Source: an optimization exercise on an open RTL-to-GDS flow (aim: small area, a short achievable clock period and few clock cycles per item). Production flows keep margins and buffers that such runs may drop.
The RTL was checked by simulation tests, not by an equivalence proof against the original design.

## lane 1
// kuznechik
module kuznechik(
    input  wire          clk_i,
    input  wire          resetn_i,
    input  wire          request_i,
    input  wire          ack_i,
    input  wire  [127:0] data_i,
    output reg           busy_o,
    output reg           valid_o,
    output wire  [127:0] data_o
);
  function automatic [7:0] sb(input [7:0] a);
    case (a)
      8'd0: sb = 8'hfc;
      8'd1: sb = 8'hee;
      8'd2: sb = 8'hdd;
      8'd3: sb = 8'h11;
      8'd4: sb = 8'hcf;
      8'd5: sb = 8'h6e;
      8'd6: sb = 8'h31;
      8'd7: sb = 8'h16;
      8'd8: sb = 8'hfb;
      8'd9: sb = 8'hc4;
      8'd10: sb = 8'hfa;
      8'd11: sb = 8'hda;
      8'd12: sb = 8'h23;
      8'd13: sb = 8'hc5;
      8'd14: sb = 8'h04;
      8'd15: sb = 8'h4d;
      8'd16: sb = 8'he9;
      8'd17: sb = 8'h77;
      8'd18: sb = 8'hf0;
      8'd19: sb = 8'hdb;
      8'd20: sb = 8'h93;
      8'd21: sb = 8'h2e;
      8'd22: sb = 8'h99;
      8'd23: sb = 8'hba;
      8'd24: sb = 8'h17;
      8'd25: sb = 8'h36;
      8'd26: sb = 8'hf1;
      8'd27: sb = 8'hbb;
      8'd28: sb = 8'h14;
      8'd29: sb = 8'hcd;
  ...
Size in the first run: roughly 12000 cells after synthesis, ~260 I/O pins.
Settings: LEC_CHECK=0, CAP_MARGIN=20, CELL_PAD_IN_SITES_DETAIL_PLACEMENT=1, CELL_PAD_IN_SITES_GLOBAL_PLACEMENT=2, CORE_MARGIN=2, CORE_UTILIZATION=25, PLACE_DENSITY=0.35, SETUP_SLACK_MARGIN=3, SLEW_MARGIN=20, TNS_END_PERCENT=100; clock period 10.0 ns.
standard.sh (not shown) runs the stock make flow with config.mk's settings and CLKGATE_MAP_FILE= SYNTH_SCRIPT=/design/flow/synth_recipe.tcl, a recipe that flattens the netlist after the stock synthesis.
==> flow/flow/run.sh <==
#!/bin/bash
set -o pipefail
cp standard.sh standard.sh.txt 2>/dev/null
export BUFFER_PORTS_ARGS="-buffer_cell sky130_fd_sc_hd__buf_4"
bash standard.sh > standard.log 2>&1
Testbench counts of lane 1, summed over its fixed seeds: cycles 2,304, blocks 256.
Inputs modified between lane 1 and lane 2:
Settings: changing SETUP_SLACK_MARGIN from 3 to 3.5.
--- outcome ---
- Lane 2 was carried through to the last stage, and its layout satisfied the timing, DRC and antenna checks.
- From lane 1 to lane 2 the numbers moved as follows: clock-pin slew on the worst setup and hold paths stayed essentially flat; final cell count without fillers rose by about 0.9%; count of cell instances traversed by the critical path fell by 5.
- Going from lane 1 to lane 2, fraction of standard cell area that is sequential now sits lower, maximum operating frequency now sits higher.
#### Input delta (lane 3 over lane 2)
Settings: SETUP_SLACK_MARGIN changed from 3.5 to 4.
Results
Capture point of the worst path: s[114] -> lane 3, data_o[63] -> lane 2
When the final numbers for lane 3 and lane 2 were put side by side, the cell count of the worst reg-to-reg path turned out to be smaller in lane 2.
On final period demand of the worst path: lane 3 sits below lane 2.
Global-route wire length before repair: lane 3 and lane 2 compared, higher one is lane 3
Lane 3 -> lane 2: total number of H-tree levels delta 0, exact match
Summary of lane 3 over lane 2: hold slack level; cell count moved up; multi-input gate area in the final layout moved up; utilization after layout moved up; final area moved up.
Against lane 2 as the reference, lane 3 delivers a lower number of vias per cell after detailed routing.
In lane 3, measured slew at the worst slew-check pin is lower than in lane 2.
--- input diff lane 3..lane 4 ---
==> flow/run.sh (new file) <==
#!/bin/bash
# synth_recipe.tcl (not shown) runs the flow's synth.tcl, then flattens the netlist and writes it again
# the make line also repeats each setting of config.mk as NAME=value (left out here)
make -C /OpenROAD-flow-scripts/flow DESIGN_CONFIG=/design/flow/config.mk WORK_HOME=/design/flow/orfs CLKGATE_MAP_FILE= SYNTH_SCRIPT=/design/flow/synth_recipe.tcl finish
removed: flow/flow/run.sh
removed: flow/standard.sh
### Flow results
Changes observed in lane 4 relative to lane 3: die outline area has remained practically unchanged; final design utilization has increased.
Lane 4 falls short of lane 3 in fmax.
On sequential cell area share, the higher figure sits with lane 3, not lane 4.
Against lane 3, final wirelength in lane 4 came out worse.
Average wire per standard cell grows slightly when moving from lane 3 to lane 4.
Final instance area ends up higher on lane 4.
STATUS final critical-path required period: lane 4 loses against lane 3
The smallest setup slack after layout number comes out lower for lane 4 vs lane 3.

==> static timing again, ports no longer ideal <==
The results above use ideal ports. As a check the final layouts listed here were re-extracted and re-timed, cells and wires unchanged.
Step 1: set_driving_cell puts a clkbuf_16 on clk_i and a buf_2 on each other input, an assumption about the parent block.
Step 2 times the ports against the registers' clock, not the clock port: input delays grow and output delays shrink by t, the midpoint of the rising clock arrivals with the driver on.
Three values: ideal, step 1, step 2; two values: the first two.
run | shift t [ns] | setup slack, ns | worst slew at a driven data input, ns
lane 1 | 0.735 | 2.683 / 2.574 / 2.683 | 0.15
lane 2 | 0.740 | 3.172 / 3.086 / 3.245 | 0.16
lane 3 | 0.743 | 3.760 / 3.679 / 3.760 | 0.15
lane 4 | 0.720 | 3.721 / 3.621 / 3.721 | 0.15
After both steps every run listed still meets setup and hold.
